This design comes from an exercise in tuning for small area and a short achievable clock period on the open sky130 flow, not from production work. Function was checked by simulation only, so behaviour that the tests miss may differ from the original. The flow treats the clock pin as an ideal source, which a real chip does not have. Power figures rest on the tool's default switching activity, not on a simulated workload.

==> flow/design.v <==
module booth_mul_top(clk, A, B, m, ov);
	input clk;
	input [15:0] A, B;
	output reg [30:0] m;
	output reg ov;
	reg [15:0] a_q, b_q;
	wire [30:0] m_w;
	wire ov_w;
	BoothMUL mul(.A(a_q), .B(b_q), .m(m_w), .ov(ov_w));
	always @(posedge clk) begin
		a_q <= A;
		b_q <= B;
		m <= m_w;
		ov <= ov_w;
	end
endmodule

module FA(a, b, c, cout, sum);
	input a, b, c;
	output cout, sum;
	assign {cout, sum} = a + b + c;
endmodule
module HA(a, b, cout, sum);
	input a, b;
	output cout, sum;
	assign {cout, sum} = a + b;
endmodule
module BoothMUL(A, B, m, ov);
	input [15:0] A, B;
	output [30:0] m;
	output ov;
	wire s1;
	wire c2;
	wire s3;
	wire c4;
	wire s5;
	wire c6;
	wire s7;
	wire c8;
	wire s9;
	wire c10;
	wire s11;
	wire c12;
	wire s13;
	wire c14;
	wire s15;
	wire c16;
	wire s17;
	wire c18;
	wire s19;
	wire c20;
	wire s21;
	wire c22;
	wire s23;
	wire c24;
	wire s25;
	wire c26;
	wire s27;
	wire c28;
	wire s29;
	wire c30;
	wire s31;
	wire c32;
	wire s33;
	wire c34;
	wire s35;
	wire c36;
	wire s37;
	wire c38;
	wire s39;
	wire c40;
	wire s41;
	wire c42;
	wire s43;
	wire c44;
	wire s45;
	wire c46;
	wire s47;
	wire c48;
	wire s49;
	wire c50;
	wire s51;
	wire c52;
	wire s53;
	wire c54;
	wire s55;
	wire c56;
	wire s57;
	wire c58;
	wire s59;
	wire c60;
	wire s61;
	wire c62;
	wire s63;
	wire c64;
	wire s65;
	wire c66;
	wire s67;
	wire c68;
	wire s69;
	wire c70;
	wire s71;
	wire c72;
	wire s73;
	wire c74;
	wire s75;
	wire c76;
	wire s77;
	wire c78;
	wire s79;
	wire c80;
	wire s81;
	wire c82;
	wire s83;
	wire c84;
	wire s85;
	wire c86;
	wire s87;
	wire c88;
	wire s89;
	wire c90;
	wire s91;
	wire c92;
	wire s93;
	wire c94;
	wire s95;
	wire c96;
	wire s97;
	wire c98;
	wire s99;
	wire c100;
	wire s101;
	wire c102;
	wire s103;
	wire c104;
	wire s105;
	wire c106;
	wire s107;
	wire c108;
	wire s109;
	wire c110;
	wire s111;
	wire c112;
	wire s113;
	wire c114;
	wire s115;
	wire c116;
	wire s117;
	wire c118;
	wire s119;
	wire c120;
	wire s121;
	wire c122;
	wire s123;
	wire c124;
	wire s125;
	wire c126;
	wire s127;
	wire c128;
	wire s129;
	wire c130;
	wire s131;
	wire c132;
	wire s133;
	wire c134;
	wire s135;
	wire c136;
	wire s137;
	wire c138;
	wire s139;
	wire c140;
	wire s141;
	wire c142;
	wire s143;
	wire c144;
	wire s145;
	wire c146;
	wire s147;
	wire c148;
	wire s149;
	wire c150;
	wire s151;
	wire c152;
	wire s153;
	wire c154;
	wire s155;
	wire c156;
	wire s157;
	wire c158;
	wire s159;
	wire c160;
	wire s161;
	wire c162;
	wire s163;
	wire c164;
	wire s165;
	wire c166;
	wire s167;
	wire c168;
	wire s169;
	wire c170;
	wire s171;
	wire c172;
	wire s173;
	wire c174;
	wire s175;
	wire c176;
	wire s177;
	wire c178;
	wire s179;
	wire c180;
	wire s181;
	wire c182;
	wire s183;
	wire c184;
	wire s185;
	wire c186;
	wire s187;
	wire c188;
	wire s189;
	wire c190;
	wire s191;
	wire c192;
	wire s193;
	wire c194;
	wire s195;
	wire c196;
	wire s197;
	wire c198;
	wire s199;
	wire c200;
	wire s201;
	wire c202;
	wire s203;
	wire c204;
	wire s205;
	wire c206;
	wire s207;
	wire c208;
	wire s209;
	wire c210;
	wire s211;
	wire c212;
	wire s213;
	wire c214;
	wire s215;
	wire c216;
	wire s217;
	wire c218;
	wire s219;
	wire c220;
	wire s221;
	wire c222;
	wire s223;
	wire c224;
	wire neg0 = B[1];
	wire one0 = B[0] ^ 1'b0;
	wire two0 = (B[1] & ~B[0] & ~1'b0) | (~B[1] & B[0] & 1'b0);
	wire pp0_0 = ((one0 & A[0]) | (two0 & 1'b0)) ^ neg0;
	wire pp0_1 = ((one0 & A[1]) | (two0 & A[0])) ^ neg0;
	wire pp0_2 = ((one0 & A[2]) | (two0 & A[1])) ^ neg0;
	wire pp0_3 = ((one0 & A[3]) | (two0 & A[2])) ^ neg0;
	wire pp0_4 = ((one0 & A[4]) | (two0 & A[3])) ^ neg0;
	wire pp0_5 = ((one0 & A[5]) | (two0 & A[4])) ^ neg0;
	wire pp0_6 = ((one0 & A[6]) | (two0 & A[5])) ^ neg0;
	wire pp0_7 = ((one0 & A[7]) | (two0 & A[6])) ^ neg0;
	wire pp0_8 = ((one0 & A[8]) | (two0 & A[7])) ^ neg0;
	wire pp0_9 = ((one0 & A[9]) | (two0 & A[8])) ^ neg0;
	wire pp0_10 = ((one0 & A[10]) | (two0 & A[9])) ^ neg0;
	wire pp0_11 = ((one0 & A[11]) | (two0 & A[10])) ^ neg0;
	wire pp0_12 = ((one0 & A[12]) | (two0 & A[11])) ^ neg0;
	wire pp0_13 = ((one0 & A[13]) | (two0 & A[12])) ^ neg0;
	wire pp0_14 = ((one0 & A[14]) | (two0 & A[13])) ^ neg0;
	wire pp0_15 = ((one0 & A[15]) | (two0 & A[14])) ^ neg0;
	wire pp0_16 = ~(((one0 & A[15]) | (two0 & A[15])) ^ neg0);
	wire neg1 = B[3];
	wire one1 = B[2] ^ B[1];
	wire two1 = (B[3] & ~B[2] & ~B[1]) | (~B[3] & B[2] & B[1]);
	wire pp1_0 = ((one1 & A[0]) | (two1 & 1'b0)) ^ neg1;
	wire pp1_1 = ((one1 & A[1]) | (two1 & A[0])) ^ neg1;
	wire pp1_2 = ((one1 & A[2]) | (two1 & A[1])) ^ neg1;
	wire pp1_3 = ((one1 & A[3]) | (two1 & A[2])) ^ neg1;
	wire pp1_4 = ((one1 & A[4]) | (two1 & A[3])) ^ neg1;
	wire pp1_5 = ((one1 & A[5]) | (two1 & A[4])) ^ neg1;
	wire pp1_6 = ((one1 & A[6]) | (two1 & A[5])) ^ neg1;
	wire pp1_7 = ((one1 & A[7]) | (two1 & A[6])) ^ neg1;
	wire pp1_8 = ((one1 & A[8]) | (two1 & A[7])) ^ neg1;
	wire pp1_9 = ((one1 & A[9]) | (two1 & A[8])) ^ neg1;
	wire pp1_10 = ((one1 & A[10]) | (two1 & A[9])) ^ neg1;
	wire pp1_11 = ((one1 & A[11]) | (two1 & A[10])) ^ neg1;
	wire pp1_12 = ((one1 & A[12]) | (two1 & A[11])) ^ neg1;
	wire pp1_13 = ((one1 & A[13]) | (two1 & A[12])) ^ neg1;
	wire pp1_14 = ((one1 & A[14]) | (two1 & A[13])) ^ neg1;
	wire pp1_15 = ((one1 & A[15]) | (two1 & A[14])) ^ neg1;
	wire pp1_16 = ~(((one1 & A[15]) | (two1 & A[15])) ^ neg1);
	wire neg2 = B[5];
	wire one2 = B[4] ^ B[3];
	wire two2 = (B[5] & ~B[4] & ~B[3]) | (~B[5] & B[4] & B[3]);
	wire pp2_0 = ((one2 & A[0]) | (two2 & 1'b0)) ^ neg2;
	wire pp2_1 = ((one2 & A[1]) | (two2 & A[0])) ^ neg2;
	wire pp2_2 = ((one2 & A[2]) | (two2 & A[1])) ^ neg2;
	wire pp2_3 = ((one2 & A[3]) | (two2 & A[2])) ^ neg2;
	wire pp2_4 = ((one2 & A[4]) | (two2 & A[3])) ^ neg2;
	wire pp2_5 = ((one2 & A[5]) | (two2 & A[4])) ^ neg2;
	wire pp2_6 = ((one2 & A[6]) | (two2 & A[5])) ^ neg2;
	wire pp2_7 = ((one2 & A[7]) | (two2 & A[6])) ^ neg2;
	wire pp2_8 = ((one2 & A[8]) | (two2 & A[7])) ^ neg2;
	wire pp2_9 = ((one2 & A[9]) | (two2 & A[8])) ^ neg2;
	wire pp2_10 = ((one2 & A[10]) | (two2 & A[9])) ^ neg2;
	wire pp2_11 = ((one2 & A[11]) | (two2 & A[10])) ^ neg2;
	wire pp2_12 = ((one2 & A[12]) | (two2 & A[11])) ^ neg2;
	wire pp2_13 = ((one2 & A[13]) | (two2 & A[12])) ^ neg2;
	wire pp2_14 = ((one2 & A[14]) | (two2 & A[13])) ^ neg2;
	wire pp2_15 = ((one2 & A[15]) | (two2 & A[14])) ^ neg2;
	wire pp2_16 = ~(((one2 & A[15]) | (two2 & A[15])) ^ neg2);
	wire neg3 = B[7];
	wire one3 = B[6] ^ B[5];
	wire two3 = (B[7] & ~B[6] & ~B[5]) | (~B[7] & B[6] & B[5]);
	wire pp3_0 = ((one3 & A[0]) | (two3 & 1'b0)) ^ neg3;
	wire pp3_1 = ((one3 & A[1]) | (two3 & A[0])) ^ neg3;
	wire pp3_2 = ((one3 & A[2]) | (two3 & A[1])) ^ neg3;
	wire pp3_3 = ((one3 & A[3]) | (two3 & A[2])) ^ neg3;
	wire pp3_4 = ((one3 & A[4]) | (two3 & A[3])) ^ neg3;
	wire pp3_5 = ((one3 & A[5]) | (two3 & A[4])) ^ neg3;
	wire pp3_6 = ((one3 & A[6]) | (two3 & A[5])) ^ neg3;
	wire pp3_7 = ((one3 & A[7]) | (two3 & A[6])) ^ neg3;
	wire pp3_8 = ((one3 & A[8]) | (two3 & A[7])) ^ neg3;
	wire pp3_9 = ((one3 & A[9]) | (two3 & A[8])) ^ neg3;
	wire pp3_10 = ((one3 & A[10]) | (two3 & A[9])) ^ neg3;
	wire pp3_11 = ((one3 & A[11]) | (two3 & A[10])) ^ neg3;
	wire pp3_12 = ((one3 & A[12]) | (two3 & A[11])) ^ neg3;
	wire pp3_13 = ((one3 & A[13]) | (two3 & A[12])) ^ neg3;
	wire pp3_14 = ((one3 & A[14]) | (two3 & A[13])) ^ neg3;
	wire pp3_15 = ((one3 & A[15]) | (two3 & A[14])) ^ neg3;
	wire pp3_16 = ~(((one3 & A[15]) | (two3 & A[15])) ^ neg3);
	wire neg4 = B[9];
	wire one4 = B[8] ^ B[7];
	wire two4 = (B[9] & ~B[8] & ~B[7]) | (~B[9] & B[8] & B[7]);
	wire pp4_0 = ((one4 & A[0]) | (two4 & 1'b0)) ^ neg4;
	wire pp4_1 = ((one4 & A[1]) | (two4 & A[0])) ^ neg4;
	wire pp4_2 = ((one4 & A[2]) | (two4 & A[1])) ^ neg4;
	wire pp4_3 = ((one4 & A[3]) | (two4 & A[2])) ^ neg4;
	wire pp4_4 = ((one4 & A[4]) | (two4 & A[3])) ^ neg4;
	wire pp4_5 = ((one4 & A[5]) | (two4 & A[4])) ^ neg4;
	wire pp4_6 = ((one4 & A[6]) | (two4 & A[5])) ^ neg4;
	wire pp4_7 = ((one4 & A[7]) | (two4 & A[6])) ^ neg4;
	wire pp4_8 = ((one4 & A[8]) | (two4 & A[7])) ^ neg4;
	wire pp4_9 = ((one4 & A[9]) | (two4 & A[8])) ^ neg4;
	wire pp4_10 = ((one4 & A[10]) | (two4 & A[9])) ^ neg4;
	wire pp4_11 = ((one4 & A[11]) | (two4 & A[10])) ^ neg4;
	wire pp4_12 = ((one4 & A[12]) | (two4 & A[11])) ^ neg4;
	wire pp4_13 = ((one4 & A[13]) | (two4 & A[12])) ^ neg4;
	wire pp4_14 = ((one4 & A[14]) | (two4 & A[13])) ^ neg4;
	wire pp4_15 = ((one4 & A[15]) | (two4 & A[14])) ^ neg4;
	wire pp4_16 = ~(((one4 & A[15]) | (two4 & A[15])) ^ neg4);
	wire neg5 = B[11];
	wire one5 = B[10] ^ B[9];
	wire two5 = (B[11] & ~B[10] & ~B[9]) | (~B[11] & B[10] & B[9]);
	wire pp5_0 = ((one5 & A[0]) | (two5 & 1'b0)) ^ neg5;
	wire pp5_1 = ((one5 & A[1]) | (two5 & A[0])) ^ neg5;
	wire pp5_2 = ((one5 & A[2]) | (two5 & A[1])) ^ neg5;
	wire pp5_3 = ((one5 & A[3]) | (two5 & A[2])) ^ neg5;
	wire pp5_4 = ((one5 & A[4]) | (two5 & A[3])) ^ neg5;
	wire pp5_5 = ((one5 & A[5]) | (two5 & A[4])) ^ neg5;
	wire pp5_6 = ((one5 & A[6]) | (two5 & A[5])) ^ neg5;
	wire pp5_7 = ((one5 & A[7]) | (two5 & A[6])) ^ neg5;
	wire pp5_8 = ((one5 & A[8]) | (two5 & A[7])) ^ neg5;
	wire pp5_9 = ((one5 & A[9]) | (two5 & A[8])) ^ neg5;
	wire pp5_10 = ((one5 & A[10]) | (two5 & A[9])) ^ neg5;
	wire pp5_11 = ((one5 & A[11]) | (two5 & A[10])) ^ neg5;
	wire pp5_12 = ((one5 & A[12]) | (two5 & A[11])) ^ neg5;
	wire pp5_13 = ((one5 & A[13]) | (two5 & A[12])) ^ neg5;
	wire pp5_14 = ((one5 & A[14]) | (two5 & A[13])) ^ neg5;
	wire pp5_15 = ((one5 & A[15]) | (two5 & A[14])) ^ neg5;
	wire pp5_16 = ~(((one5 & A[15]) | (two5 & A[15])) ^ neg5);
	wire neg6 = B[13];
	wire one6 = B[12] ^ B[11];
	wire two6 = (B[13] & ~B[12] & ~B[11]) | (~B[13] & B[12] & B[11]);
	wire pp6_0 = ((one6 & A[0]) | (two6 & 1'b0)) ^ neg6;
	wire pp6_1 = ((one6 & A[1]) | (two6 & A[0])) ^ neg6;
	wire pp6_2 = ((one6 & A[2]) | (two6 & A[1])) ^ neg6;
	wire pp6_3 = ((one6 & A[3]) | (two6 & A[2])) ^ neg6;
	wire pp6_4 = ((one6 & A[4]) | (two6 & A[3])) ^ neg6;
	wire pp6_5 = ((one6 & A[5]) | (two6 & A[4])) ^ neg6;
	wire pp6_6 = ((one6 & A[6]) | (two6 & A[5])) ^ neg6;
	wire pp6_7 = ((one6 & A[7]) | (two6 & A[6])) ^ neg6;
	wire pp6_8 = ((one6 & A[8]) | (two6 & A[7])) ^ neg6;
	wire pp6_9 = ((one6 & A[9]) | (two6 & A[8])) ^ neg6;
	wire pp6_10 = ((one6 & A[10]) | (two6 & A[9])) ^ neg6;
	wire pp6_11 = ((one6 & A[11]) | (two6 & A[10])) ^ neg6;
	wire pp6_12 = ((one6 & A[12]) | (two6 & A[11])) ^ neg6;
	wire pp6_13 = ((one6 & A[13]) | (two6 & A[12])) ^ neg6;
	wire pp6_14 = ((one6 & A[14]) | (two6 & A[13])) ^ neg6;
	wire pp6_15 = ((one6 & A[15]) | (two6 & A[14])) ^ neg6;
	wire pp6_16 = ~(((one6 & A[15]) | (two6 & A[15])) ^ neg6);
	wire neg7 = B[15];
	wire one7 = B[14] ^ B[13];
	wire two7 = (B[15] & ~B[14] & ~B[13]) | (~B[15] & B[14] & B[13]);
	wire pp7_0 = ((one7 & A[0]) | (two7 & 1'b0)) ^ neg7;
	wire pp7_1 = ((one7 & A[1]) | (two7 & A[0])) ^ neg7;
	wire pp7_2 = ((one7 & A[2]) | (two7 & A[1])) ^ neg7;
	wire pp7_3 = ((one7 & A[3]) | (two7 & A[2])) ^ neg7;
	wire pp7_4 = ((one7 & A[4]) | (two7 & A[3])) ^ neg7;
	wire pp7_5 = ((one7 & A[5]) | (two7 & A[4])) ^ neg7;
	wire pp7_6 = ((one7 & A[6]) | (two7 & A[5])) ^ neg7;
	wire pp7_7 = ((one7 & A[7]) | (two7 & A[6])) ^ neg7;
	wire pp7_8 = ((one7 & A[8]) | (two7 & A[7])) ^ neg7;
	wire pp7_9 = ((one7 & A[9]) | (two7 & A[8])) ^ neg7;
	wire pp7_10 = ((one7 & A[10]) | (two7 & A[9])) ^ neg7;
	wire pp7_11 = ((one7 & A[11]) | (two7 & A[10])) ^ neg7;
	wire pp7_12 = ((one7 & A[12]) | (two7 & A[11])) ^ neg7;
	wire pp7_13 = ((one7 & A[13]) | (two7 & A[12])) ^ neg7;
	wire pp7_14 = ((one7 & A[14]) | (two7 & A[13])) ^ neg7;
	wire pp7_15 = ((one7 & A[15]) | (two7 & A[14])) ^ neg7;
	wire pp7_16 = ~(((one7 & A[15]) | (two7 & A[15])) ^ neg7);
	HA ha2(.a(neg5), .b(pp0_10), .cout(c2), .sum(s1));
	HA ha4(.a(pp0_11), .b(pp1_9), .cout(c4), .sum(s3));
	FA fa6(.a(neg6), .b(pp0_12), .c(pp1_10), .cout(c6), .sum(s5));
	HA ha8(.a(pp2_8), .b(pp3_6), .cout(c8), .sum(s7));
	FA fa10(.a(pp0_13), .b(pp1_11), .c(pp2_9), .cout(c10), .sum(s9));
	HA ha12(.a(pp3_7), .b(pp4_5), .cout(c12), .sum(s11));
	FA fa14(.a(neg7), .b(pp0_14), .c(pp1_12), .cout(c14), .sum(s13));
	FA fa16(.a(pp2_10), .b(pp3_8), .c(pp4_6), .cout(c16), .sum(s15));
	HA ha18(.a(pp5_4), .b(pp6_2), .cout(c18), .sum(s17));
	FA fa20(.a(pp0_15), .b(pp1_13), .c(pp2_11), .cout(c20), .sum(s19));
	FA fa22(.a(pp3_9), .b(pp4_7), .c(pp5_5), .cout(c22), .sum(s21));
	HA ha24(.a(pp6_3), .b(pp7_1), .cout(c24), .sum(s23));
	assign s25 = ~(pp0_16 ^ pp1_14);
	assign c26 = pp0_16 | pp1_14;
	FA fa28(.a(pp2_12), .b(pp3_10), .c(pp4_8), .cout(c28), .sum(s27));
	FA fa30(.a(pp5_6), .b(pp6_4), .c(pp7_2), .cout(c30), .sum(s29));
	assign s31 = ~(pp1_15 ^ pp2_13);
	assign c32 = pp1_15 | pp2_13;
	FA fa34(.a(pp3_11), .b(pp4_9), .c(pp5_7), .cout(c34), .sum(s33));
	HA ha36(.a(pp6_5), .b(pp7_3), .cout(c36), .sum(s35));
	FA fa38(.a(pp1_16), .b(pp2_14), .c(pp3_12), .cout(c38), .sum(s37));
	FA fa40(.a(pp4_10), .b(pp5_8), .c(pp6_6), .cout(c40), .sum(s39));
	assign s41 = ~(pp2_15 ^ pp3_13);
	assign c42 = pp2_15 | pp3_13;
	HA ha44(.a(pp4_11), .b(pp5_9), .cout(c44), .sum(s43));
	FA fa46(.a(pp2_16), .b(pp3_14), .c(pp4_12), .cout(c46), .sum(s45));
	assign s47 = ~pp3_15;
	assign c48 = pp3_15;
	HA ha50(.a(neg3), .b(pp0_6), .cout(c50), .sum(s49));
	HA ha52(.a(pp0_7), .b(pp1_5), .cout(c52), .sum(s51));
	FA fa54(.a(neg4), .b(pp0_8), .c(pp1_6), .cout(c54), .sum(s53));
	HA ha56(.a(pp2_4), .b(pp3_2), .cout(c56), .sum(s55));
	FA fa58(.a(pp0_9), .b(pp1_7), .c(pp2_5), .cout(c58), .sum(s57));
	HA ha60(.a(pp3_3), .b(pp4_1), .cout(c60), .sum(s59));
	FA fa62(.a(pp1_8), .b(pp2_6), .c(pp3_4), .cout(c62), .sum(s61));
	FA fa64(.a(pp4_2), .b(pp5_0), .c(s1), .cout(c64), .sum(s63));
	FA fa66(.a(pp2_7), .b(pp3_5), .c(pp4_3), .cout(c66), .sum(s65));
	FA fa68(.a(pp5_1), .b(c2), .c(s3), .cout(c68), .sum(s67));
	FA fa70(.a(pp4_4), .b(pp5_2), .c(pp6_0), .cout(c70), .sum(s69));
	FA fa72(.a(c4), .b(s7), .c(s5), .cout(c72), .sum(s71));
	FA fa74(.a(pp5_3), .b(pp6_1), .c(c8), .cout(c74), .sum(s73));
	FA fa76(.a(s11), .b(c6), .c(s9), .cout(c76), .sum(s75));
	FA fa78(.a(pp7_0), .b(c12), .c(s17), .cout(c78), .sum(s77));
	FA fa80(.a(c10), .b(s13), .c(s15), .cout(c80), .sum(s79));
	FA fa82(.a(c18), .b(s23), .c(c14), .cout(c82), .sum(s81));
	FA fa84(.a(c16), .b(s19), .c(s21), .cout(c84), .sum(s83));
	FA fa86(.a(c24), .b(c20), .c(c22), .cout(c86), .sum(s85));
	FA fa88(.a(s25), .b(s27), .c(s29), .cout(c88), .sum(s87));
	FA fa90(.a(s35), .b(c26), .c(c28), .cout(c90), .sum(s89));
	FA fa92(.a(c30), .b(s31), .c(s33), .cout(c92), .sum(s91));
	FA fa94(.a(pp7_4), .b(c36), .c(c32), .cout(c94), .sum(s93));
	FA fa96(.a(c34), .b(s37), .c(s39), .cout(c96), .sum(s95));
	FA fa98(.a(pp6_7), .b(pp7_5), .c(s43), .cout(c98), .sum(s97));
	FA fa100(.a(c38), .b(c40), .c(s41), .cout(c100), .sum(s99));
	FA fa102(.a(pp5_10), .b(pp6_8), .c(pp7_6), .cout(c102), .sum(s101));
	FA fa104(.a(c44), .b(c42), .c(s45), .cout(c104), .sum(s103));
	FA fa106(.a(pp4_13), .b(pp5_11), .c(pp6_9), .cout(c106), .sum(s105));
	FA fa108(.a(pp7_7), .b(s47), .c(c46), .cout(c108), .sum(s107));
	FA fa110(.a(pp3_16), .b(pp4_14), .c(pp5_12), .cout(c110), .sum(s109));
	FA fa112(.a(pp6_10), .b(pp7_8), .c(c48), .cout(c112), .sum(s111));
	assign s113 = ~(pp4_15 ^ pp5_13);
	assign c114 = pp4_15 | pp5_13;
	HA ha116(.a(pp6_11), .b(pp7_9), .cout(c116), .sum(s115));
	FA fa118(.a(pp4_16), .b(pp5_14), .c(pp6_12), .cout(c118), .sum(s117));
	assign s119 = ~pp5_15;
	assign c120 = pp5_15;
	HA ha122(.a(neg2), .b(pp0_4), .cout(c122), .sum(s121));
	HA ha124(.a(pp0_5), .b(pp1_3), .cout(c124), .sum(s123));
	FA fa126(.a(pp1_4), .b(pp2_2), .c(pp3_0), .cout(c126), .sum(s125));
	FA fa128(.a(pp2_3), .b(pp3_1), .c(c50), .cout(c128), .sum(s127));
	FA fa130(.a(pp4_0), .b(c52), .c(s55), .cout(c130), .sum(s129));
	FA fa132(.a(c56), .b(s59), .c(c54), .cout(c132), .sum(s131));
	FA fa134(.a(c60), .b(c58), .c(s61), .cout(c134), .sum(s133));
	FA fa136(.a(c62), .b(s65), .c(c64), .cout(c136), .sum(s135));
	FA fa138(.a(c66), .b(s69), .c(c68), .cout(c138), .sum(s137));
	FA fa140(.a(c70), .b(s73), .c(c72), .cout(c140), .sum(s139));
	FA fa142(.a(c74), .b(s77), .c(c76), .cout(c142), .sum(s141));
	FA fa144(.a(c78), .b(c80), .c(s81), .cout(c144), .sum(s143));
	FA fa146(.a(c82), .b(c84), .c(s85), .cout(c146), .sum(s145));
	FA fa148(.a(c86), .b(c88), .c(s89), .cout(c148), .sum(s147));
	FA fa150(.a(c90), .b(c92), .c(s93), .cout(c150), .sum(s149));
	FA fa152(.a(s97), .b(c94), .c(c96), .cout(c152), .sum(s151));
	FA fa154(.a(s101), .b(c98), .c(c100), .cout(c154), .sum(s153));
	FA fa156(.a(c102), .b(s105), .c(c104), .cout(c156), .sum(s155));
	FA fa158(.a(c106), .b(s109), .c(s111), .cout(c158), .sum(s157));
	FA fa160(.a(s115), .b(c110), .c(s113), .cout(c160), .sum(s159));
	FA fa162(.a(pp7_10), .b(c116), .c(c114), .cout(c162), .sum(s161));
	FA fa164(.a(pp6_13), .b(pp7_11), .c(s119), .cout(c164), .sum(s163));
	FA fa166(.a(pp5_16), .b(pp6_14), .c(pp7_12), .cout(c166), .sum(s165));
	assign s167 = ~pp6_15;
	assign c168 = pp6_15;
	HA ha170(.a(neg1), .b(pp0_2), .cout(c170), .sum(s169));
	HA ha172(.a(pp0_3), .b(pp1_1), .cout(c172), .sum(s171));
	FA fa174(.a(pp1_2), .b(pp2_0), .c(s121), .cout(c174), .sum(s173));
	FA fa176(.a(pp2_1), .b(c122), .c(s123), .cout(c176), .sum(s175));
	FA fa178(.a(c124), .b(s49), .c(s125), .cout(c178), .sum(s177));
	FA fa180(.a(s51), .b(c126), .c(s127), .cout(c180), .sum(s179));
	FA fa182(.a(s53), .b(c128), .c(s129), .cout(c182), .sum(s181));
	FA fa184(.a(s57), .b(c130), .c(s131), .cout(c184), .sum(s183));
	FA fa186(.a(s63), .b(c132), .c(s133), .cout(c186), .sum(s185));
	FA fa188(.a(s67), .b(c134), .c(s135), .cout(c188), .sum(s187));
	FA fa190(.a(s71), .b(c136), .c(s137), .cout(c190), .sum(s189));
	FA fa192(.a(s75), .b(c138), .c(s139), .cout(c192), .sum(s191));
	FA fa194(.a(s79), .b(c140), .c(s141), .cout(c194), .sum(s193));
	FA fa196(.a(s83), .b(c142), .c(s143), .cout(c196), .sum(s195));
	FA fa198(.a(s87), .b(c144), .c(s145), .cout(c198), .sum(s197));
	FA fa200(.a(s91), .b(c146), .c(s147), .cout(c200), .sum(s199));
	FA fa202(.a(s95), .b(c148), .c(s149), .cout(c202), .sum(s201));
	FA fa204(.a(s99), .b(c150), .c(s151), .cout(c204), .sum(s203));
	FA fa206(.a(s103), .b(c152), .c(s153), .cout(c206), .sum(s205));
	FA fa208(.a(s107), .b(c154), .c(s155), .cout(c208), .sum(s207));
	FA fa210(.a(c108), .b(s157), .c(c156), .cout(c210), .sum(s209));
	FA fa212(.a(c112), .b(s159), .c(c158), .cout(c212), .sum(s211));
	FA fa214(.a(s117), .b(c160), .c(s161), .cout(c214), .sum(s213));
	FA fa216(.a(c118), .b(s163), .c(c162), .cout(c216), .sum(s215));
	FA fa218(.a(c120), .b(s165), .c(c164), .cout(c218), .sum(s217));
	FA fa220(.a(pp7_13), .b(s167), .c(c166), .cout(c220), .sum(s219));
	FA fa222(.a(pp6_16), .b(pp7_14), .c(c168), .cout(c222), .sum(s221));
	assign s223 = ~pp7_15;
	assign c224 = pp7_15;
	wire [31:0] X = {1'b1, pp7_16, s223, s221, s219, s217, c214, s213, s211, s209, c206, c204, c202, c200, c198, c196, c194, c192, c190, c188, c186, c184, c182, c180, c178, c176, c174, c172, c170, pp1_0, pp0_1, neg0};
	wire [31:0] Y = {1'b0, c224, c222, c220, c218, c216, s215, c212, c210, c208, s207, s205, s203, s201, s199, s197, s195, s193, s191, s189, s187, s185, s183, s181, s179, s177, s175, s173, s171, s169, 1'b0, pp0_0};
	wire [31:0] P;
	wire [31:0] g, p;
	HA pg0(.a(X[0]), .b(Y[0]), .cout(g[0]), .sum(p[0]));
	assign g[1] = 1'b0;
	assign p[1] = pp0_1;
	HA pg2(.a(X[2]), .b(Y[2]), .cout(g[2]), .sum(p[2]));
	HA pg3(.a(X[3]), .b(Y[3]), .cout(g[3]), .sum(p[3]));
	HA pg4(.a(X[4]), .b(Y[4]), .cout(g[4]), .sum(p[4]));
	HA pg5(.a(X[5]), .b(Y[5]), .cout(g[5]), .sum(p[5]));
	HA pg6(.a(X[6]), .b(Y[6]), .cout(g[6]), .sum(p[6]));
	HA pg7(.a(X[7]), .b(Y[7]), .cout(g[7]), .sum(p[7]));
	HA pg8(.a(X[8]), .b(Y[8]), .cout(g[8]), .sum(p[8]));
	HA pg9(.a(X[9]), .b(Y[9]), .cout(g[9]), .sum(p[9]));
	HA pg10(.a(X[10]), .b(Y[10]), .cout(g[10]), .sum(p[10]));
	HA pg11(.a(X[11]), .b(Y[11]), .cout(g[11]), .sum(p[11]));
	HA pg12(.a(X[12]), .b(Y[12]), .cout(g[12]), .sum(p[12]));
	HA pg13(.a(X[13]), .b(Y[13]), .cout(g[13]), .sum(p[13]));
	HA pg14(.a(X[14]), .b(Y[14]), .cout(g[14]), .sum(p[14]));
	HA pg15(.a(X[15]), .b(Y[15]), .cout(g[15]), .sum(p[15]));
	HA pg16(.a(X[16]), .b(Y[16]), .cout(g[16]), .sum(p[16]));
	HA pg17(.a(X[17]), .b(Y[17]), .cout(g[17]), .sum(p[17]));
	HA pg18(.a(X[18]), .b(Y[18]), .cout(g[18]), .sum(p[18]));
	HA pg19(.a(X[19]), .b(Y[19]), .cout(g[19]), .sum(p[19]));
	HA pg20(.a(X[20]), .b(Y[20]), .cout(g[20]), .sum(p[20]));
	HA pg21(.a(X[21]), .b(Y[21]), .cout(g[21]), .sum(p[21]));
	HA pg22(.a(X[22]), .b(Y[22]), .cout(g[22]), .sum(p[22]));
	HA pg23(.a(X[23]), .b(Y[23]), .cout(g[23]), .sum(p[23]));
	HA pg24(.a(X[24]), .b(Y[24]), .cout(g[24]), .sum(p[24]));
	HA pg25(.a(X[25]), .b(Y[25]), .cout(g[25]), .sum(p[25]));
	HA pg26(.a(X[26]), .b(Y[26]), .cout(g[26]), .sum(p[26]));
	HA pg27(.a(X[27]), .b(Y[27]), .cout(g[27]), .sum(p[27]));
	HA pg28(.a(X[28]), .b(Y[28]), .cout(g[28]), .sum(p[28]));
	HA pg29(.a(X[29]), .b(Y[29]), .cout(g[29]), .sum(p[29]));
	HA pg30(.a(X[30]), .b(Y[30]), .cout(g[30]), .sum(p[30]));
	assign g[31] = 1'b0;
	assign p[31] = ~1'b0;
	assign G225 = g[1] | (p[1] & g[0]);
	assign Pq226 = p[1] & p[0];
	assign G227 = g[3] | (p[3] & g[2]);
	assign Pq228 = p[3] & p[2];
	assign G229 = g[5] | (p[5] & g[4]);
	assign Pq230 = p[5] & p[4];
	assign G231 = g[7] | (p[7] & g[6]);
	assign Pq232 = p[7] & p[6];
	assign G233 = g[9] | (p[9] & g[8]);
	assign Pq234 = p[9] & p[8];
	assign G235 = g[11] | (p[11] & g[10]);
	assign Pq236 = p[11] & p[10];
	assign G237 = g[13] | (p[13] & g[12]);
	assign Pq238 = p[13] & p[12];
	assign G239 = g[15] | (p[15] & g[14]);
	assign Pq240 = p[15] & p[14];
	assign G241 = g[17] | (p[17] & g[16]);
	assign Pq242 = p[17] & p[16];
	assign G243 = g[19] | (p[19] & g[18]);
	assign Pq244 = p[19] & p[18];
	assign G245 = g[21] | (p[21] & g[20]);
	assign Pq246 = p[21] & p[20];
	assign G247 = g[23] | (p[23] & g[22]);
	assign Pq248 = p[23] & p[22];
	assign G249 = g[25] | (p[25] & g[24]);
	assign Pq250 = p[25] & p[24];
	assign G251 = g[27] | (p[27] & g[26]);
	assign Pq252 = p[27] & p[26];
	assign G253 = g[29] | (p[29] & g[28]);
	assign Pq254 = p[29] & p[28];
	assign G255 = g[31] | (p[31] & g[30]);
	assign Pq256 = p[31] & p[30];
	assign G257 = g[2] | (p[2] & G225);
	assign Pq258 = p[2] & Pq226;
	assign G259 = G227 | (Pq228 & G225);
	assign Pq260 = Pq228 & Pq226;
	assign G261 = g[6] | (p[6] & G229);
	assign Pq262 = p[6] & Pq230;
	assign G263 = G231 | (Pq232 & G229);
	assign Pq264 = Pq232 & Pq230;
	assign G265 = g[10] | (p[10] & G233);
	assign Pq266 = p[10] & Pq234;
	assign G267 = G235 | (Pq236 & G233);
	assign Pq268 = Pq236 & Pq234;
	assign G269 = g[14] | (p[14] & G237);
	assign Pq270 = p[14] & Pq238;
	assign G271 = G239 | (Pq240 & G237);
	assign Pq272 = Pq240 & Pq238;
	assign G273 = g[18] | (p[18] & G241);
	assign Pq274 = p[18] & Pq242;
	assign G275 = G243 | (Pq244 & G241);
	assign Pq276 = Pq244 & Pq242;
	assign G277 = g[22] | (p[22] & G245);
	assign Pq278 = p[22] & Pq246;
	assign G279 = G247 | (Pq248 & G245);
	assign Pq280 = Pq248 & Pq246;
	assign G281 = g[26] | (p[26] & G249);
	assign Pq282 = p[26] & Pq250;
	assign G283 = G251 | (Pq252 & G249);
	assign Pq284 = Pq252 & Pq250;
	assign G285 = g[30] | (p[30] & G253);
	assign Pq286 = p[30] & Pq254;
	assign G287 = G255 | (Pq256 & G253);
	assign Pq288 = Pq256 & Pq254;
	assign G289 = g[4] | (p[4] & G259);
	assign Pq290 = p[4] & Pq260;
	assign G291 = G229 | (Pq230 & G259);
	assign Pq292 = Pq230 & Pq260;
	assign G293 = G261 | (Pq262 & G259);
	assign Pq294 = Pq262 & Pq260;
	assign G295 = G263 | (Pq264 & G259);
	assign Pq296 = Pq264 & Pq260;
	assign G297 = g[12] | (p[12] & G267);
	assign Pq298 = p[12] & Pq268;
	assign G299 = G237 | (Pq238 & G267);
	assign Pq300 = Pq238 & Pq268;
	assign G301 = G269 | (Pq270 & G267);
	assign Pq302 = Pq270 & Pq268;
	assign G303 = G271 | (Pq272 & G267);
	assign Pq304 = Pq272 & Pq268;
	assign G305 = g[20] | (p[20] & G275);
	assign Pq306 = p[20] & Pq276;
	assign G307 = G245 | (Pq246 & G275);
	assign Pq308 = Pq246 & Pq276;
	assign G309 = G277 | (Pq278 & G275);
	assign Pq310 = Pq278 & Pq276;
	assign G311 = G279 | (Pq280 & G275);
	assign Pq312 = Pq280 & Pq276;
	assign G313 = g[28] | (p[28] & G283);
	assign Pq314 = p[28] & Pq284;
	assign G315 = G253 | (Pq254 & G283);
	assign Pq316 = Pq254 & Pq284;
	assign G317 = G285 | (Pq286 & G283);
	assign Pq318 = Pq286 & Pq284;
	assign G319 = G287 | (Pq288 & G283);
	assign Pq320 = Pq288 & Pq284;
	assign G321 = g[8] | (p[8] & G295);
	assign Pq322 = p[8] & Pq296;
	assign G323 = G233 | (Pq234 & G295);
	assign Pq324 = Pq234 & Pq296;
	assign G325 = G265 | (Pq266 & G295);
	assign Pq326 = Pq266 & Pq296;
	assign G327 = G267 | (Pq268 & G295);
	assign Pq328 = Pq268 & Pq296;
	assign G329 = G297 | (Pq298 & G295);
	assign Pq330 = Pq298 & Pq296;
	assign G331 = G299 | (Pq300 & G295);
	assign Pq332 = Pq300 & Pq296;
	assign G333 = G301 | (Pq302 & G295);
	assign Pq334 = Pq302 & Pq296;
	assign G335 = G303 | (Pq304 & G295);
	assign Pq336 = Pq304 & Pq296;
	assign G337 = g[24] | (p[24] & G311);
	assign Pq338 = p[24] & Pq312;
	assign G339 = G249 | (Pq250 & G311);
	assign Pq340 = Pq250 & Pq312;
	assign G341 = G281 | (Pq282 & G311);
	assign Pq342 = Pq282 & Pq312;
	assign G343 = G283 | (Pq284 & G311);
	assign Pq344 = Pq284 & Pq312;
	assign G345 = G313 | (Pq314 & G311);
	assign Pq346 = Pq314 & Pq312;
	assign G347 = G315 | (Pq316 & G311);
	assign Pq348 = Pq316 & Pq312;
	assign G349 = G317 | (Pq318 & G311);
	assign Pq350 = Pq318 & Pq312;
	assign G351 = G319 | (Pq320 & G311);
	assign Pq352 = Pq320 & Pq312;
	assign G353 = g[16] | (p[16] & G335);
	assign Pq354 = p[16] & Pq336;
	assign G355 = G241 | (Pq242 & G335);
	assign Pq356 = Pq242 & Pq336;
	assign G357 = G273 | (Pq274 & G335);
	assign Pq358 = Pq274 & Pq336;
	assign G359 = G275 | (Pq276 & G335);
	assign Pq360 = Pq276 & Pq336;
	assign G361 = G305 | (Pq306 & G335);
	assign Pq362 = Pq306 & Pq336;
	assign G363 = G307 | (Pq308 & G335);
	assign Pq364 = Pq308 & Pq336;
	assign G365 = G309 | (Pq310 & G335);
	assign Pq366 = Pq310 & Pq336;
	assign G367 = G311 | (Pq312 & G335);
	assign Pq368 = Pq312 & Pq336;
	assign G369 = G337 | (Pq338 & G335);
	assign Pq370 = Pq338 & Pq336;
	assign G371 = G339 | (Pq340 & G335);
	assign Pq372 = Pq340 & Pq336;
	assign G373 = G341 | (Pq342 & G335);
	assign Pq374 = Pq342 & Pq336;
	assign G375 = G343 | (Pq344 & G335);
	assign Pq376 = Pq344 & Pq336;
	assign G377 = G345 | (Pq346 & G335);
	assign Pq378 = Pq346 & Pq336;
	assign G379 = G347 | (Pq348 & G335);
	assign Pq380 = Pq348 & Pq336;
	assign G381 = G349 | (Pq350 & G335);
	assign Pq382 = Pq350 & Pq336;
	assign G383 = G351 | (Pq352 & G335);
	assign Pq384 = Pq352 & Pq336;
	assign P[0] = p[0];
	assign P[1] = p[1] ^ g[0];
	assign P[2] = p[2] ^ G225;
	assign P[3] = p[3] ^ G257;
	assign P[4] = p[4] ^ G259;
	assign P[5] = p[5] ^ G289;
	assign P[6] = p[6] ^ G291;
	assign P[7] = p[7] ^ G293;
	assign P[8] = p[8] ^ G295;
	assign P[9] = p[9] ^ G321;
	assign P[10] = p[10] ^ G323;
	assign P[11] = p[11] ^ G325;
	assign P[12] = p[12] ^ G327;
	assign P[13] = p[13] ^ G329;
	assign P[14] = p[14] ^ G331;
	assign P[15] = p[15] ^ G333;
	assign P[16] = p[16] ^ G335;
	assign P[17] = p[17] ^ G353;
	assign P[18] = p[18] ^ G355;
	assign P[19] = p[19] ^ G357;
	assign P[20] = p[20] ^ G359;
	assign P[21] = p[21] ^ G361;
	assign P[22] = p[22] ^ G363;
	assign P[23] = p[23] ^ G365;
	assign P[24] = p[24] ^ G367;
	assign P[25] = p[25] ^ G369;
	assign P[26] = p[26] ^ G371;
	assign P[27] = p[27] ^ G373;
	assign P[28] = p[28] ^ G375;
	assign P[29] = p[29] ^ G377;
	assign P[30] = p[30] ^ G379;
	assign P[31] = p[31] ^ G381;
	assign m = P[30:0];
	assign ov = ~P[31];
endmodule
==> flow/flow/run.sh <==
#!/bin/bash
# The standard layout (standard.sh, unchanged synthesis) with two changes:
# - the port buffers use sky130_fd_sc_hd__buf_1 (every port still gets one);
# - after clock tree synthesis, flow/skew.tcl delays the clock of the output
#   registers m and ov whose data paths are long, by a short chain of clock
#   delay cells (useful skew for the register-to-register path through the
#   multiplier); flow/skew_cells.txt sets the chains.
export BUFFER_PORTS_ARGS="-buffer_cell sky130_fd_sc_hd__buf_1"
export POST_CTS_TCL="$PWD/flow/skew.tcl"
export SKEW_FILE="$PWD/flow/skew_cells.txt"
bash standard.sh > standard.log 2>&1
==> flow/flow/skew.tcl <==
set f [open $::env(SKEW_FILE)]
set lines [split [string trim [read $f]] "\n"]
close $f
set max_slack [lindex $lines 0]
set tiers [lrange $lines 1 end]
set_propagated_clock [all_clocks]
estimate_parasitics -placement
set groups [dict create]
foreach c [all_registers -cells] {
  set name [get_full_name $c]
  if {![regexp {^(m\[[0-9]+\]|ov)\$} $name]} { continue }
  set d [get_pins $name/D]
  set smax [get_property $d slack_max]
  set smin [get_property $d slack_min]
  set tier -1
  if {$smax < $max_slack} {
    for {set t 0} {$t < [llength $tiers]} {incr t} {
      if {$smin > [lindex [lindex $tiers $t] 0]} { set tier $t; break }
    }
  }
  puts "skew: $name setup slack $smax hold slack $smin tier $tier"
  if {$tier < 0} { continue }
  set net [get_full_name [get_nets -of_objects [get_pins $name/CLK]]]
  dict lappend groups "$net $tier" "$name/CLK"
}
set k 0
dict for {key pins} $groups {
  lassign $key netname tier
  puts "skew: net $netname tier $tier drives [llength $pins] output registers"
  set cur $netname
  foreach cell [split [lindex [lindex $tiers $tier] 1] ","] {
    insert_buffer -buffer_cell $cell -net [get_nets $cur] -load_pins [get_pins $pins] -buffer_name "skew_buf_$k"
    incr k
    set cur [get_full_name [get_nets -of_objects [get_pins [lindex $pins 0]]]]
  }
}
detailed_placement
check_placement -verbose
estimate_parasitics -placement
report_clock_skew
report_checks -path_delay max -digits 3
report_checks -path_delay min -digits 3
==> flow/flow/skew_cells.txt <==
8.3
0.9 sky130_fd_sc_hd__clkdlybuf4s50_1,sky130_fd_sc_hd__clkdlybuf4s25_1,sky130_fd_sc_hd__clkbuf_4
==> flow/standard.sh <==
#!/bin/bash
# synth_recipe.tcl (not shown) runs the flow's synth.tcl, then flattens the netlist and writes it again
# the make line also repeats each setting of config.mk as NAME=value (left out here)
make -C /OpenROAD-flow-scripts/flow DESIGN_CONFIG=/design/flow/config.mk WORK_HOME=/design/flow/orfs CLKGATE_MAP_FILE= SYNTH_SCRIPT=/design/flow/synth_recipe.tcl "${@:-finish}"
==> flow/config.mk <==
export PLATFORM = sky130hd
export DESIGN_NAME = booth_mul_top
export DESIGN_NICKNAME = booth_mul_top
export VERILOG_FILES = /design/flow/design.v
export SDC_FILE = /design/flow/constraint.sdc
export NUM_CORES = 4
export LEC_CHECK = 0
export ABC_AREA = 1
export CAP_MARGIN = 20
export CORE_MARGIN = 2
export CORE_UTILIZATION = 50
export CTS_BUF_LIST = sky130_fd_sc_hd__clkbuf_8
export HOLD_SLACK_MARGIN = 0.05
export SLEW_MARGIN = 80
export SYNTH_HIERARCHICAL = 1
export SYNTH_MINIMUM_KEEP_SIZE = 0
==> flow/constraint.sdc <==
create_clock -name core_clock -period 12.2 [get_ports {clk}]
set_input_delay 2.4400 -clock core_clock [delete_from_list [all_inputs] [get_ports {clk}]]
set_output_delay 2.4400 -clock core_clock [all_outputs]
set_load 0.01 [all_outputs]
==> impl_metrics.tcl, run 1 <==
set metrics [dict create \
    run_status "timing/DRC/antenna clean" \
    min_path_type "reg2reg" \
    core_footprint_um2 15200 \
    combined_flip_flop_and_latch_cell_area_um2 1292 \
    io_port_bufs 64 \
    route.detailed.drc 0 \
    vias_per_cell 5.667 \
    finalMaxSlewViolations 0 \
    detailed_place_hpwl_um 13680 \
    setup_viol 0 \
    overflow_left_after_global_routing 0 \
    timing.final.hold_violations 0 \
    synth_largest_type_area_fraction_pct 22.42 \
    slew_at_the_pin_with_the_worst_max_slew_slack_ps 295.3 \
    period_needed_ps 4167 \
    drive_gt1_share_pct 13.54 \
    gp_congestion 0.9026 \
    power.ir.vdd_worst_uv 256.5 \
    maximum_number_of_pins_on_one_net_before_global_route_repair 22 \
    floorplan.initialDensity_pct 51.11 \
    multi_input_area_um2 5992 \
    detail_route.first_pass.iterations 5 \
    layout.cell_area.non_filler_um2 8537 \
    worst_skew_pair_latency_ps 1250 \
    synth-async-reset-ratio_pct 0 \
    postSynthNetCount 1042 \
    cp.buffers_inverters 1 \
    fp.dieW_um 128.7 \
    cp_slowest_cell "dfxtp_1" \
    clock_sinks 64 \
    max_cap_viol_count 0 \
    synthFlopType "dfxtp_1" \
    timing.slew.headroom_pct 80.30 \
    yosys-top-cells-area "fa_1 (22%), dfxtp_1 (16%), xor2_1 (15%)" \
    rsz0062_at_grt "no" \
    inserted_diodes 0 \
    final.period_utilization_pct 34.15 \
    route.detailed.wl_per_inst_um 16.67 \
    detailedRoute.firstIterationViolations 474 \
    maxClockFrequency_mhz 240.0 \
    synth.cell_area_um2 7770 \
    layout-area-overhead-vs-synth_pct 9.871 \
    leading_cell_type_by_number_of_instances_after_synthesis "nand2_1" \
    critPathTopFamily "flip-flops" \
    worst_setup_path_end_kind "output port" \
    critPathMaxStageDelay_ps 320 \
    grt_first_pass_wirelength_um 30530 \
    vias 6256 \
    synthCells 866 \
    clkTransAtPathRegs_ps 100 \
    synth_cell_types 29 \
    drt-total-wl_um 18400 \
    timing.critical_path.cells "buf_1" \
    arrival_ps 1730 \
    die-area_um2 16550 \
    num_rows 45 \
    worst-endpoint-required_ps 9760 \
    globalRouteTotalUtil_pct 23.53 \
    synth_edf_count 0 \
    avgSynthCellArea_um2 8.972 \
    worstPathMaxFanout 1 \
    timing.critical_path.from_type "register" \
    final.setup.tns_ps 0 \
    worst_clock_skew_ps 897.8 \
    cts_tree "built" \
    antenna_left 0 \
    io_pins 65 \
    synth.yosys.seq_area_share_pct 16.49 \
    grt_pass1_vias 6359 \
    finalNetCount 1087 \
    pwr_density_cell_nw_per_um2 334.6 \
    total_leakage_power_uw 0.003913 \
    grt_antenna_before_repair 0 \
    die_y_um 128.7 \
    synth_commonest_cells "nand2_1 (143), xor2_1 (132), fa_1 (87), inv_1 (82), o22ai_1 (77)" \
    synth_top_area_cell "fa_1" \
    synth.ff_latch_count 64 \
    criticalPathCategory "reg2out" \
    ys.warnings.count 167 \
    place_area_um2 8138 \
    final.fill_count 1422 \
]
-- cell families after synthesis --
logic type / Yosys count / share of synthesized area (%)
AND/OR/NAND/NOR: 231 / 12.85
buffers and inverters: 133 / 8.068
AO/OA/AOI/OAI: 158 / 15.72
adder cells (fa/ha/maj): 143 / 31.43
flip-flops: 64 / 16.49
XOR/XNOR: 137 / 15.44
-- worst min-delay path: cells and delay by family (launching register included) --
family | cells | cell delay (ps)
adders and majority gates | 1 | 180
AOI/OAI and AO/OA | 2 | 290
and+or+nand+nor | 1 | 50
DFF | 1 | 420
-- Yosys stat by module (local to each module, per instance) --
module | cells inside | flops+latches | copies in the design | area [um^2]
HA | 1 | 0 | 47 | 12.51
FA | 1 | 0 | 87 | 20.02
booth_mul_top | 64 | 64 | 1 | 1281
BoothMUL | 668 | 0 | 1 | 4159
-- placed cells by master (no fill, tap or decap), types with 5 or more instances in the layout --
cell / netlist / routed
buf_6: 11 / 8
fa_1: 87 / 87
a31oi_1: 7 / 5
nand2_4: 5 / 15
nor2_1: 37 / 37
inv_4: 0 / 15
xnor2_1: 5 / 5
nand2_1: 143 / 138
a21oi_1: 26 / 26
nand2_2: 12 / 6
o22ai_2: 42 / 42
dfxtp_1: 64 / 61
inv_1: 82 / 66
clkbuf_8: 0 / 9
nand3_1: 21 / 21
ha_1: 56 / 56
buf_1: 9 / 64
xor2_1: 132 / 127
o22ai_1: 77 / 77
xor2_2: 0 / 5
-- per-layer routing --
metal / vias up / share of wire [%] / GRT usage (%)
li1: 2941 / - / -
met1: 3049 / 43 / 29.54
met2: 219 / 48 / 38.81
met3: 47 / 5.6 / 4.906
met4: 0 / 4.0 / 11.25
met5: - / 0 / 0
-- report_power, final --
part | switching [uW] | total (uW) | leakage [uW] | internal, uW
registers | 18.0 | 326 | 0.000541 | 308
logic | 1360 | 2250 | 0.00321 | 893
clock network | 109 | 280 | 0.000160 | 171
-- metrics by stage --
stage	utilization (%)	worst slack (ps)	instances	power [uW]	hold slack [ps]
after global routing	56.16	7857	1104	3268	136.9
after global placement	52.46	6744	1074	2516	675.9
final	56.16	8033	1104	2856	106.3
after detailed placement	53.53	7352	1076	2579	725.3
after floorplan	-	7786	866	2156	568.1
-- sequential cells by signal, summed over array words and instances (netlist names) --
register,cells
m,31
a_q,16
b_q,16
ov,1
-- cell type report, without the clock buffers --
cell class,count,area share (%)
Inverter,83,4.104
Timing Repair Buffer,72,3.869
Tap cell,188,2.755
Clock inverter,7,1.202
Multi-Input combinational cell,669,70.19
Sequential cell,64,15.14
-- worst paths after layout --
path           start    end  slack [ps]  cells past startpoint
max            m[27]  m[27]        8030                      1
min          a_q[15]     ov         110                      4
max reg2reg   b_q[5]  m[30]        8120                     21
min reg2reg  a_q[15]     ov         110                      4
==> run 2: changes to the inputs <==
--- a/flow/config.mk
+++ b/flow/config.mk
@@ -10,7 +10,6 @@
 export CORE_MARGIN = 2
 export CORE_UTILIZATION = 50
-export CTS_BUF_LIST = sky130_fd_sc_hd__clkbuf_8
 export HOLD_SLACK_MARGIN = 0.05
-export SLEW_MARGIN = 80
+export SLEW_MARGIN = 60
 export SYNTH_HIERARCHICAL = 1
 export SYNTH_MINIMUM_KEEP_SIZE = 0
==> run 2 against run 1 <==
  * Still clean on timing, DRC and antenna
  * Fmax fell by 3.6%
  * Cell area fell by 0.67%
  * Worst setup slack got worse by 160 ps
  * Register-to-register slack got worse by 240 ps
  * Largest cell class unchanged
==> impl_metrics.tcl, run 2 <==
set metrics [dict create \
    run_status "timing/DRC/antenna clean" \
    pwr_density_cell_nw_per_um2 347.7 \
    largest_register_ffs 31 \
    synth_top_area_cell "fa_1" \
    fp.dieW_um 128.7 \
    worstPathMaxFanout 15 \
    criticalPathCategory "reg2reg" \
    power_frac_comb_pct 75.9 \
    vias 6298 \
    core_footprint_um2 15200 \
    drive_gt1_share_pct 11.96 \
    layout.cell_area.non_filler_um2 8479 \
    worst_clock_skew_ps 896.1 \
    rsz0062_at_grt "no" \
    synthCells 866 \
    synth_edf_count 0 \
    synthFlopType "dfxtp_1" \
    critPathMaxStageDelay_ps 560 \
    largest_registers "m x31, a_q x16, b_q x16" \
    synth_largest_type_area_fraction_pct 22.42 \
    mostFrequentLayoutCells "nand2_1 (142), xor2_1 (132), fa_1 (87), o22ai_1 (77), inv_1 (67)" \
    synth.yosys.seq_area_share_pct 16.49 \
    power_report.internal_total_uw 1451 \
    worst_skew_pair_latency_ps 1230 \
    io_port_bufs 64 \
    final.fill_count 1402 \
    avgSynthCellArea_um2 8.972 \
    cp.buffers_inverters 2 \
    vias_per_cell 5.684 \
    drt-total-wl_um 18630 \
    clkTransAtPathRegs_ps 90 \
    critPathTopFamily "adder cells" \
    num_rows 45 \
    gp_congestion 0.9026 \
    max_cap_viol_count 0 \
    synth.ff_latch_count 64 \
    clockPowerShare_pct 13.1 \
    largest-register "m" \
    synth.cell_area_um2 7770 \
    yosys-top-cells-area "fa_1 (22%), dfxtp_1 (16%), xor2_1 (15%)" \
    synth_commonest_cells "nand2_1 (143), xor2_1 (132), fa_1 (87), inv_1 (82), o22ai_1 (77)" \
    finalMaxSlewViolations 0 \
    route.detailed.wl_per_inst_um 16.81 \
    cts_tree "built" \
    period_needed_ps 4323 \
    timing.critical_path.cells "inv_1 -> nand2_1 -> o22ai_1 -> xor2_1 -> fa_1 -> fa_1 -> fa_1 -> fa_1 -> ha_1 -> nand2_1 -> inv_1 -> nand2_1 -> nand2_1 -> a21oi_1 -> nand2_2 -> ha_1 -> nor2_1 -> xnor2_1" \
    cp_slowest_cell "fa_1" \
    power.ir.vdd_worst_uv 253.5 \
    mostFrequentLayoutCell "nand2_1" \
    synth_cell_types 29 \
    setup_viol 0 \
    grt_pass1_vias 6350 \
    net-switching-power_uw 1497 \
    final.setup.tns_ps 0 \
    arrival_ps 5460 \
    worst-endpoint-required_ps 13340 \
    clock_sinks 64 \
    maxClockFrequency_mhz 231.3 \
    antenna_left 0 \
    detail_route.first_pass.iterations 5 \
    route.detailed.drc 0 \
    power.share.sequential_pct 11.1 \
    globalRouteTotalUtil_pct 23.78 \
    leading_cell_type_by_number_of_instances_after_synthesis "nand2_1" \
    timing.critical_path.from_type "register" \
    finalNetCount 1091 \
    place_area_um2 7980 \
    detailedRoute.firstIterationViolations 493 \
    swShare_pct 50.77 \
    min_path_type "reg2reg" \
    layout-area-overhead-vs-synth_pct 9.130 \
    worst_setup_path_end_kind "register" \
    slew_at_the_pin_with_the_worst_max_slew_slack_ps 554.0 \
    overflow_left_after_global_routing 0 \
    timing.slew.headroom_pct 62.84 \
    synth-async-reset-ratio_pct 0 \
    detailed_place_hpwl_um 13650 \
    final.period_utilization_pct 35.43 \
    ys.warnings.count 167 \
    die_y_um 128.7 \
    grt_first_pass_wirelength_um 30620 \
    total_leakage_power_uw 0.003924 \
    io_pins 65 \
    timing.final.hold_violations 0 \
    maximum_number_of_pins_on_one_net_before_global_route_repair 22 \
    inserted_diodes 0 \
    grt_antenna_before_repair 0 \
    floorplan.initialDensity_pct 51.11 \
    postSynthNetCount 1042 \
    die-area_um2 16550 \
]
==> run 2: cell counts after synthesis <==
No cell type changed its count.
==> run 2: worst min-delay path: stages (launching register included) <==
cell     delay [ps]
dfxtp_1         310
nand2_1          90
nand2_1          60
a31oi_1         210
ha_1            190
a21oi_1          50
nand2_1          50
==> run 2: through the flow <==
step	hold WS, ps	setup slack, ps	utilization (%)	cells	total power (uW)
after floorplan	568.1	7786	-	866	2156
after global placement	675.9	6744	52.46	1074	2516
after detailed placement	689.7	7100	52.49	1074	2576
after global routing	147.8	7588	55.78	1108	3355
final	112.5	7877	55.78	1108	2948
==> run 2: routing by layer <==
layer	up-vias	wire length, um	track usage, %
met5	-	0	0
met4	0	597	11.25
met3	40	1056	5.073
met2	235	9003	39.53
li1	2952	-	-
met1	3071	7971	29.58
==> run 2: final timing paths <==
check	startpoint	to	slack, ps	cells past startpoint
max	b_q[0]	m[17]	7880	18
max reg2reg	b_q[0]	m[17]	7880	18
min	b_q[14]	ov	110	6
min reg2reg	b_q[14]	ov	110	6
==> run 2: cells by family (layout without fill, tap and decap cells) <==
family	after synthesis	after routing	synth area share (%)
AOI/OAI and AO/OA	158	158	15.72
xor gates and xnor gates	137	137	15.44
adders and majority gates	143	143	31.43
buffers and inverters	133	187	8.068
DFF	64	64	16.49
and+or+nand+nor	231	231	12.85
==> run 2: power groups by stage <==
stage               sequential, uW  combinational, uW  clock (uW)
global route                   332               2610         412
global placement               329               2190           0
detailed placement             332               2240           0
finish                         326               2240         386
floorplan                      357               1800           0
==> run 2: area by class of cell, without the clock buffers <==
type / instances / area [um^2] / share of cell area [%]
flip-flops and latches: 64 / 1290 / 15.21
repair buffers: 70 / 285.3 / 3.364
clock inverters: 7 / 102.6 / 1.210
well taps: 188 / 235.2 / 2.774
inverters: 83 / 311.5 / 3.674
multi-input cells: 669 / 5864 / 69.16
==> run 2: Yosys stat by module, one instance, submodules excluded <==
module | flops+latches | times used | area [um^2] | cells
booth_mul_top | 64 | 1 | 1281 | 64
BoothMUL | 0 | 1 | 4159 | 668
HA | 0 | 47 | 12.51 | 1
FA | 0 | 87 | 20.02 | 1
==> run 3: changes to the inputs <==
--- a/flow/config.mk
+++ b/flow/config.mk
@@ -11,5 +11,5 @@
 export CORE_UTILIZATION = 50
 export HOLD_SLACK_MARGIN = 0.05
-export SLEW_MARGIN = 60
+export SLEW_MARGIN = 70
 export SYNTH_HIERARCHICAL = 1
 export SYNTH_MINIMUM_KEEP_SIZE = 0
==> run 3 against run 2 <==
  * Combinational power about the same
  * Sequential cell count unchanged
  * Via count is 1.3% lower
  * Critical path depth grew 2
  * Global-route usage shrank 0.24 points
  * Synthesized area is the same
  * Wire length down 0.33%
  * Highest routed layer unchanged
  * Largest power group unchanged
  * Worst hold slack worse by 6.2 ps
  * Cell count down 0.54%
  * First-iteration DRC count shrank 26%
  * Fmax increased by 3.8%
==> impl_metrics.tcl, run 3 <==
set metrics [dict create \
    cp.buffers_inverters 2 \
    reg2reg_setup_slack_ps 8040 \
    timing.slew.headroom_pct 70.86 \
    grt_antenna_before_repair 0 \
    io_pins 65 \
    synth-async-reset-ratio_pct 0 \
    rsz0062_at_grt "no" \
    criticalPathCategory "reg2reg" \
    largest_register_ffs 31 \
    worstPathMaxFanout 20 \
    min_path_type "reg2reg" \
    synth_commonest_cells "nand2_1 (143), xor2_1 (132), fa_1 (87), inv_1 (82), o22ai_1 (77)" \
    overflow_left_after_global_routing 0 \
    cts_tree "built" \
    antenna_left 0 \
    finalNetCount 1085 \
    die-area_um2 16550 \
    largest-register "m" \
    place_area_um2 7996 \
    net-switching-power_uw 1487 \
    synth.cell_area_um2 7770 \
    final.fill_count 1400 \
    finalMaxSlewViolations 0 \
    maxClockFrequency_mhz 240.1 \
    arrival_ps 5300 \
    final.setup.tns_ps 0 \
    detailedRoute.firstIterationViolations 366 \
    vias 6219 \
    num_rows 45 \
    yosys-top-cells-area "fa_1 (22%), dfxtp_1 (16%), xor2_1 (15%)" \
    leading_cell_type_by_number_of_instances_after_synthesis "nand2_1" \
    total_leakage_power_uw 0.003902 \
    avgSynthCellArea_um2 8.972 \
    power.ir.vdd_worst_uv 243.0 \
    run_status "timing/DRC/antenna clean" \
    drive_gt1_share_pct 12.47 \
    gp_congestion 0.9026 \
    layout-area-overhead-vs-synth_pct 8.663 \
    power.share.sequential_pct 11.2 \
    timing.critical_path.from_type "register" \
    worst_clock_skew_ps 874.6 \
    globalRouteTotalUtil_pct 23.54 \
    grt_first_pass_wirelength_um 30480 \
    synth_edf_count 0 \
    final.period_utilization_pct 34.13 \
    crit_path_frequent_cell "nand2_1" \
    io_port_bufs 64 \
    worstReg2RegEnd "m[17]" \
    power_frac_comb_pct 77.0 \
    cp_slowest_cell "fa_1" \
    core_footprint_um2 15200 \
    detail_route.first_pass.iterations 5 \
    floorplan.initialDensity_pct 51.11 \
    timing.critical_path.cells "buf_4 -> nand2_1 -> nand2_1 -> nand2_4 -> o22ai_1 -> xor2_1 -> fa_1 -> fa_1 -> fa_1 -> fa_1 -> ha_1 -> nand2_1 -> inv_1 -> nand2_1 -> nand2_1 -> a21oi_1 -> nand2_2 -> ha_1 -> nor2_1 -> xnor2_1" \
    timing.final.hold_violations 0 \
    clock_sinks 64 \
    inserted_diodes 0 \
    multi_input_area_um2 5884 \
    synth_cell_types 29 \
    worst_setup_path_end_kind "register" \
    period_needed_ps 4164 \
    p_total_uw 2905 \
    fp.dieW_um 128.7 \
    synth.ff_latch_count 64 \
    utilization_pct 55.54 \
    vias_per_cell 5.643 \
    synth_top_area_cell "fa_1" \
    drt-total-wl_um 18570 \
    detailed_place_hpwl_um 13580 \
    worst_skew_pair_latency_ps 1210 \
    mostFrequentLayoutCells "nand2_1 (138), xor2_1 (132), fa_1 (87), o22ai_1 (77), inv_1 (66)" \
    synth_largest_type_area_fraction_pct 22.42 \
    timing.reg2reg.worst_path_depth 20 \
    worstHoldEndpoint "ov" \
    grt_pass1_vias 6331 \
    synthFlopType "dfxtp_1" \
    power_report.internal_total_uw 1418 \
    mostFrequentLayoutCell "nand2_1" \
    max_cap_viol_count 0 \
    largest_registers "m x31, a_q x16, b_q x16" \
    synthCells 866 \
    setup_viol 0 \
    hold_path_startpoint "a_q[15]" \
    critPathMaxStageDelay_ps 560 \
    ys.warnings.count 167 \
    combined_flip_flop_and_latch_cell_area_um2 1290 \
    maximum_number_of_pins_on_one_net_before_global_route_repair 22 \
    swShare_pct 51.20 \
    clockPowerShare_pct 11.8 \
    route.detailed.drc 0 \
    route.detailed.wl_per_inst_um 16.85 \
    postSynthNetCount 1042 \
    layout.cell_area.non_filler_um2 8443 \
    hold-path-cell-count 4 \
    worst-endpoint-required_ps 13330 \
    clkTransAtPathRegs_ps 90 \
    slew_at_the_pin_with_the_worst_max_slew_slack_ps 436.4 \
    critPathTopFamily "adder cells" \
    die_y_um 128.7 \
    launch_point_of_the_worst_reg_to_reg_path "b_q[1]" \
    pwr_density_cell_nw_per_um2 344.0 \
    synth.yosys.seq_area_share_pct 16.49 \
]
==> run 3: cell count changes in the layout (fill, tap and decap cells not counted), sizes merged <==
cell | before | now
clkinv | 3 | 5
bufinv | 2 | 1
inv | 84 | 82
clkdlybuf4s50 | 6 | 4
clkdlybuf4s25 | 6 | 4
clkbuf | 15 | 14
==> run 3: worst min-delay path, cell delays in order (launching register included) <==
cell and delay, ps:
dfxtp_2 420, a31oi_1 250, ha_1 180, a21oi_1 50
nand2_1 50
==> run 3: power by group through the flow <==
| stage | registers, uW | clock network, uW | logic [uW] |
|---|---|---|---|
| final | 326 | 343 | 2240 |
| after detailed placement | 331 | 0 | 2240 |
| after global placement | 329 | 0 | 2190 |
| after floorplan | 357 | 0 | 1800 |
| after global routing | 331 | 365 | 2620 |
==> run 3: through the flow <==
stage               std cells  hold WS, ps  setup slack (ps)
floorplan                 866        568.1              7786
global route             1102        129.8              7719
detailed placement       1074        692.1              7278
finish                   1102        106.3              8036
global placement         1074        675.9              6744
==> run 3: worst max path at each step <==
stage / slack (ps) / end / cells after the start / start
2_1_floorplan: 7790 / m[17] / 22 / b_q[5]
3_3_place_gp: 6740 / m[17] / 18 / b_q[3]
3_5_place_dp: 7280 / m[30] / 19 / b_q[11]
5_1_grt: 7720 / m[26] / 19 / b_q[5]
6_report: 8040 / m[17] / 20 / b_q[1]
==> run 3: cell type report, without the clock buffers <==
type                            instances  share of cell area (%)
Timing Repair Buffer                   70                   3.379
Clock inverter                          6                  0.8595
Multi-Input combinational cell        669                   69.69
Inverter                               83                   3.734
Tap cell                              188                   2.786
Sequential cell                        64                   15.28
==> run 3: cell families after synthesis <==
kind of cell | count (synthesis) | share of synthesized area, %
and+or+nand+nor | 231 | 12.85
DFF | 64 | 16.49
adders and majority gates | 143 | 31.43
xor gates and xnor gates | 137 | 15.44
buffers and inverters | 133 | 8.068
AOI/OAI and AO/OA | 158 | 15.72
==> run 3: routing by layer <==
layer / track usage, % / wire (um) / vias to the layer above / part of all wire (%)
met4: 11.32 / 684 / 0 / 3.7
met3: 4.574 / 996 / 38 / 5.4
met1: 29.31 / 8137 / 3049 / 44
met5: 0 / 0 / - / 0
met2: 39.34 / 8749 / 202 / 47
li1: - / - / 2930 / -
==> run 3: per-module statistics from Yosys, one instance, submodules excluded <==
module / area [um^2] / cells
BoothMUL: 4159 / 668
booth_mul_top: 1281 / 64
HA: 12.51 / 1
FA: 20.02 / 1

-- separate check: timing with driven ports --
In the flow no input, the clock included, has a driving cell. The finished layouts below were timed again as built, in two steps.
Step 1 assumes that a clkbuf_16 drives the clock port and a buf_2 every other input.
Step 2, shift: input delay + t, output delay - t, t = (earliest + latest rising clock arrival at the registers) / 2. This alone moves slack from input paths to output paths.
Slacks: ideal ports / drivers / drivers and shift; pairs: ideal ports / drivers.
run | shift t [ns] | setup slack, ns | worst setup path at the end | latest minus earliest clock arrival (ns) | slew at the worst register clock pin (ns) | worst data-port slew with drivers (ns)
run 1 | 0.844 | 8.033 / 7.995 / 8.124 | register to register | 0.898 / 0.898 | 0.10 / 0.10 | 0.04
run 2 | 0.827 | 7.877 / 7.877 / 7.877 | register to register | 0.896 / 0.896 | 0.09 / 0.09 | 0.04
run 3 | 0.817 | 8.036 / 8.033 / 8.036 | register to register | 0.874 / 0.874 | 0.09 / 0.09 | 0.03
In every run listed the clock reaches the registers at very different times; t lies between them, and the last value is a rough guide only.
